This design comes from an exercise in tuning for small area and a short achievable clock period on the open sky130 flow, not from production work. No functional check of the RTL was part of any run shown here.

## flow/design.v (module list and top-level ports; edited modules follow where they fit)
// module csa_fa: 10 lines
// module csa_ha: 9 lines
// module FFT64: 4136 lines
module FFT64 #(
    parameter width = 16
) (
    input                           clk,
    input                           rst_n,
    input                           di_en,
    input       signed  [width-1:0] di_re,
    input       signed  [width-1:0] di_img,
    output reg                      do_en,
    output reg  signed  [width-1:0] do_re,
    output reg  signed  [width-1:0] do_img
);
  // ...
==> flow/flow/run.sh <==
#!/bin/bash
# Layout flow: the standard ORFS flow (standard.sh, unchanged synthesis)
# with these changes to how the layout is made:
#  - timing repair aims at 7.3 ns of setup slack (the clock stays 11 ns),
#  - the port buffers are plain buf_2 cells,
#  - clock-tree sinks are clustered in groups of up to 24 within 100 um.
# The whole output of the flow goes to standard.log in this folder.
bash standard.sh SETUP_SLACK_MARGIN=7.3 \
  "BUFFER_PORTS_ARGS=-buffer_cell sky130_fd_sc_hd__buf_2" \
  CTS_CLUSTER_SIZE=24 CTS_CLUSTER_DIAMETER=100 \
  finish > standard.log 2>&1
==> flow/standard.sh <==
#!/bin/bash
# synth_recipe.tcl (not shown) runs the flow's synth.tcl, then flattens the netlist and writes it again
# the make line also repeats each setting of config.mk as NAME=value (left out here)
make -C /OpenROAD-flow-scripts/flow DESIGN_CONFIG=/design/flow/config.mk WORK_HOME=/design/flow/orfs CLKGATE_MAP_FILE= SYNTH_SCRIPT=/design/flow/synth_recipe.tcl "${@:-finish}"
==> flow/config.mk <==
export PLATFORM = sky130hd
export DESIGN_NAME = FFT64
export DESIGN_NICKNAME = FFT64
export VERILOG_FILES = /design/flow/design.v
export SDC_FILE = /design/flow/constraint.sdc
export NUM_CORES = 8
export LEC_CHECK = 0
export CAP_MARGIN = 20
export CORE_MARGIN = 2
export CORE_UTILIZATION = 55
export SLEW_MARGIN = 20
export SYNTH_HIERARCHICAL = 1
export SYNTH_MINIMUM_KEEP_SIZE = 0
==> flow/constraint.sdc <==
create_clock -name core_clock -period 11.0 [get_ports {clk}]
set_input_delay 2.2000 -clock core_clock [delete_from_list [all_inputs] [get_ports {clk}]]
set_output_delay 2.2000 -clock core_clock [all_outputs]
set_load 0.01 [all_outputs]
==> flow_summary_export.csv, run 1 <==
group,metric,value,unit
outcome,status,"finished clean",
timing,slew_headroom,18.3,%
critical_path,ff2ff_setup_slack,7280,ps
timing,whs,288,ps
final_layout,inverters,234,
grt,grt-busiest-layer,"met2",
timing,slew_violations,0,
min_path,hold_class,"reg2reg",
critical_path,cp_num_cells,16,
final_layout,layout_commonest_cell,"dfxtp_1",
critical_path,endpoint,"o4_im[14]",
final_layout,final-clk-cell-share,3.90,%
timing,tns,0,ps
clocking,clk_transition_reported_paths,90,ps
grt,grt_pass1_wl,428000,um
critical_path,crit_type,"reg2reg",
final_layout,antenna_cells,1,
placed_design,gp_congestion,0.851,
grt,gr-usage-met3,3.20,%
logic_synthesis,netlist.top_cell.by_area,"dfxtp_1",
final_layout,clkbuf_count,206,
floorplan,core,0.240,mm^2
grt,grt_antenna_before_repair,15,
critical_path,worstPathRequired,11730,ps
routing,wl_met1,124000,um
critical_path,critical_path.max_fanout,3,
clocking,holdBufCountCts,0,
logic_synthesis,synth_seq_area_share,62.8,%
critical_path,crit_chain,"fa_1 > fa_1 > ha_4 > a21o_1 > a21oi_4 > o21ai_1 > a31o_2 > a41o_1 > a41oi_2 > nand2b_1 > ha_2 > nor2_2 > xor2_1 > nor2_1 > a211oi_1 > a21oi_1",
==> run 2, diff against run 1 <==
==> flow/flow/run.sh (replaced) <==
#!/bin/bash
# Layout flow: the standard ORFS flow (standard.sh, unchanged synthesis)
# with these changes to how the layout is made:
#  - timing repair aims at 7.5 ns of setup slack (the clock stays 11 ns),
#  - the port buffers are plain buf_2 cells,
#  - clock-tree sinks are clustered in groups of up to 24 within 100 um.
# The whole output of the flow goes to standard.log in this folder.
bash standard.sh SETUP_SLACK_MARGIN=7.5 \
  "BUFFER_PORTS_ARGS=-buffer_cell sky130_fd_sc_hd__buf_2" \
  CTS_CLUSTER_SIZE=24 CTS_CLUSTER_DIAMETER=100 \
  finish > standard.log 2>&1
==> flow_summary_export.csv, run 2 <==
group,metric,value,unit
grt,track_usage,22.7,%
clocking,clock_latency,870,ps
logic_synthesis,synth_xor_area_share,5.14,%
placed_design,dp_hpwl,190000,um
floorplan,die_y,495,um
logic_synthesis,yosys.area.top_type_share,62.5,%
clocking,clk_transition_reported_paths,100,ps
timing,setup_viol,0,
timing,tns,0,ps
floorplan,rows,180,
critical_path,crit_type,"reg2reg",
placed_design,placed_cells,13159,
timing,whs,288,ps
grt,grt_antenna_before_repair,7,
final_layout,multi_input_area,0.0473,mm^2
routing,drtIter0Drc,4195,
routing,firstDrtPassIters,8,
clocking,clockBufferDepth,3,
final_layout,top_regs,"l1_im: 512 flops, l1_re: 512 flops",
timing,tightest_slew,1050,ps
timing,max_freq,266,MHz
min_path,hold_class,"reg2reg",
logic_synthesis,avgSynthCellArea,12.8,um^2
run,maxCapViolCount,0,
logic_synthesis,synth-simple-area-share,5.09,%
timing,finalHoldViolations,0,
routing,ant_nets,0,
clocking,holdBufCountCts,0,
floorplan,die-area,0.245,mm^2
final_layout,seqCellArea,0.0835,mm^2
timing,slew_violations,0,
grt,grt_pass1_wl,431000,um
logic_synthesis,synth_edf_count,0,
logic_synthesis,synth.most_common_cell,"dfxtp_1",
clocking,cts_tree,"yes",
clocking,cts.sinks,4155,
floorplan,start_util,55.2,%
outcome,status,"finished clean",
logic_synthesis,yosysUniqueCellTypes,86,
routing,vias,70871,
logic_synthesis,synth_common_cells,"dfxtp_1, xnor2_1, ha_1, nand2_1, nor2_1",
logic_synthesis,synth_area,0.133,mm^2
logic_synthesis,postSynthCellCount,10353,
grt,grt_pass1_vias,72479,
critical_path,crit_top_cell,"fa_1",
logic_synthesis,netlist.top_cell.by_area,"dfxtp_1",
final_layout,layout-drive-gt1-share,10.4,%
critical_path,critPathSlowestCell,"fa_1",
floorplan,ios,68,
clocking,ctsRootBufferMaster,"clkbuf_16",
final_layout,syn2layout_area_growth,7.86,%
timing,period_minus_slack,3770,ps
critical_path,critical_path.max_fanout,3,
floorplan,core,0.240,mm^2
critical_path,max_stage_delay,570,ps
routing,via_per_inst,5.27,
grt,gr-total-overflow,0,
grt,grt_max_degree,96,
critical_path,cp-end-kind,"flip-flop",
placed_design,gp_congestion,0.871,
logic_synthesis,synth_area_leaders,"dfxtp_1, fa_1, ha_1",
timing,finalClockSkew,59.3,ps
timing,slew_headroom,29.6,%
routing,wl,279000,um
routing,detail_route.drc_violations,0,
final_layout,fillers,19172,
final_layout,final_nets,11308,
logic_synthesis,yosysWarnings,61,
logic_synthesis,synth_top_family_by_area,"adder cells",
floorplan,die_w,495,um
final_layout,final_cell_mix,"dfxtp_1, xnor2_1, nand2_1, ha_1, fa_1",
placed_design,port_buffers,67,
final_layout,fin_cells,13460,
logic_synthesis,synth_seq_area_share,62.8,%
logic_synthesis,synth_compound_area_share,7.94,%
logic_synthesis,muxShareOfSynthArea,4.24,%
timing,fin_crit_sh,34.2,%
clocking,numCtsBuffers,195,
final_layout,layout_commonest_cell,"dfxtp_1",
routing,wl_per_cell,20.7,um
critical_path,critPathLaunchType,"flip-flop",
logic_synthesis,postSynth.asyncResetShare,0.481,%
logic_synthesis,yosys_most_used_dff,"dfxtp_1",
critical_path,worst_ep_arrival_time,4480,ps
timing,rsz0062_at_grt,"yes",
critical_path,worstPathRequired,11720,ps
logic_synthesis,synth_adder_area_share,12.6,%
clocking,htree_levels,4,
critical_path,crit_chain,"fa_1 > fa_1 > ha_4 > a21o_1 > a21oi_4 > o21ai_2 > a31o_4 > a41o_1 > a41oi_2 > nand2b_1 > ha_2 > nor2_4 > xor2_2 > nor2_1 > a211oi_1 > a21oi_1",
logic_synthesis,synth_seq_cells,4155,
-- run 2: cell types whose count changed in the layout (fill, tap and decap cells not counted), sizes merged --
cell    before  now
clkinv      16   19
diode        1    4
clkbuf     209  211
bufbuf       0    2
buf        177  204
-- run 2: per-layer routing --
layer	global-route usage [%]	part of all wire, %
met1	30.5	45
met2	37.9	47
met3	2.98	4.0
met4	7.72	3.5
met5	0	0.0072
-- run 2: final timing paths --
path | startpoint | to | slack, ps | cells past startpoint
min in group asynchronous | rst_n | c2[2] | 1280 | 1
max | my_re_a1 | o4_re[14] | 7230 | 16
max reg2reg | my_re_a1 | o4_re[14] | 7230 | 16
min | l3_im[6][15] | l3_im[7][15] | 290 | 0
max in group asynchronous | rst_n | c1[4] | 9340 | 1
min reg2reg | l3_im[6][15] | l3_im[7][15] | 290 | 0
-- run 2: cells by family after synthesis --
family / count (synthesis)
xor gates and xnor gates: 777
other: 1
AOI/OAI and AO/OA: 1566
buffers and inverters: 761
adders and majority gates: 1058
and+or+nand+nor: 1520
DFF: 4155
muxes: 515
-- run 2: area by class of cell --
class	instances	share of cell area (%)
inverters	234	0.621
diodes	4	0.00700
well taps	3185	2.79
repair buffers	209	1.25
clock buffers	208	3.46
multi-input cells	5438	33.1
flip-flops and latches	4155	58.4
clock inverters	27	0.369
-- run 2: what timing repair did --
action | in CTS | in global routing
pin swaps | 61 | 60
buffers inserted | 35 | 23
gates cloned | 2 | 2
gates resized for setup | 179 | 169
setup endpoints to repair | 192 | 209
-- run 2: per-module statistics from Yosys, one instance, submodules excluded --
module / area (um^2) / flops+latches
csa_fa: 20.0 / 0
FFT64: 118000 / 4155
csa_ha: 12.5 / 0
-- run 2: through the flow --
stage / worst slack, ps / instance area [um^2] / util [%]
6_report: 7230 / 143000 / 59.5
3_3_place_gp: 7040 / 136000 / 56.5
4_1_cts: 7210 / 142000 / 59.2
2_1_floorplan: 7540 / 133000 / -
5_1_grt: 7060 / 143000 / 59.5
3_5_place_dp: 7040 / 136000 / 56.5
-- run 2: worst max-delay path, delay by kind of cell, from the launching register on --
family	cells	cell delay (ps)
flops	1	330
compound gates	8	1420
xor+xnor	1	200
fa+ha+maj	4	1450
simple gates	3	240

## re-timing with driven ports
In the flow no input, the clock included, has a driving cell. The finished layouts below were timed again as built, in two steps. Step 1 (the two cells are an assumption about what drives the block):
set clk [get_ports {clk}]
set_driving_cell -lib_cell sky130_fd_sc_hd__clkbuf_16 $clk
set_driving_cell -lib_cell sky130_fd_sc_hd__buf_2 [delete_from_list [all_inputs] $clk]
Step 2 moves the port delays by t, midway between the first and last clock arrival at a register: inputs arrive t later, outputs are due t later. That takes back most of the time a late clock gives input paths. Three values: no drivers, after step 1, after step 2; two values: the first two.
| run | shift t [ns] | setup slack, ns | latest minus earliest clock arrival (ns) | worst slew at a driven data input, ns | cell pins on the clock port's net |
|---|---|---|---|---|---|
| run 1 | 0.954 | 7.281 / 7.281 / 7.281 | 0.066 / 0.066 | 0.08 | 1 |
| run 2 | 0.937 | 7.235 / 7.235 / 7.235 | 0.062 / 0.062 | 0.08 | 1 |
After both steps every run listed still meets setup and hold.
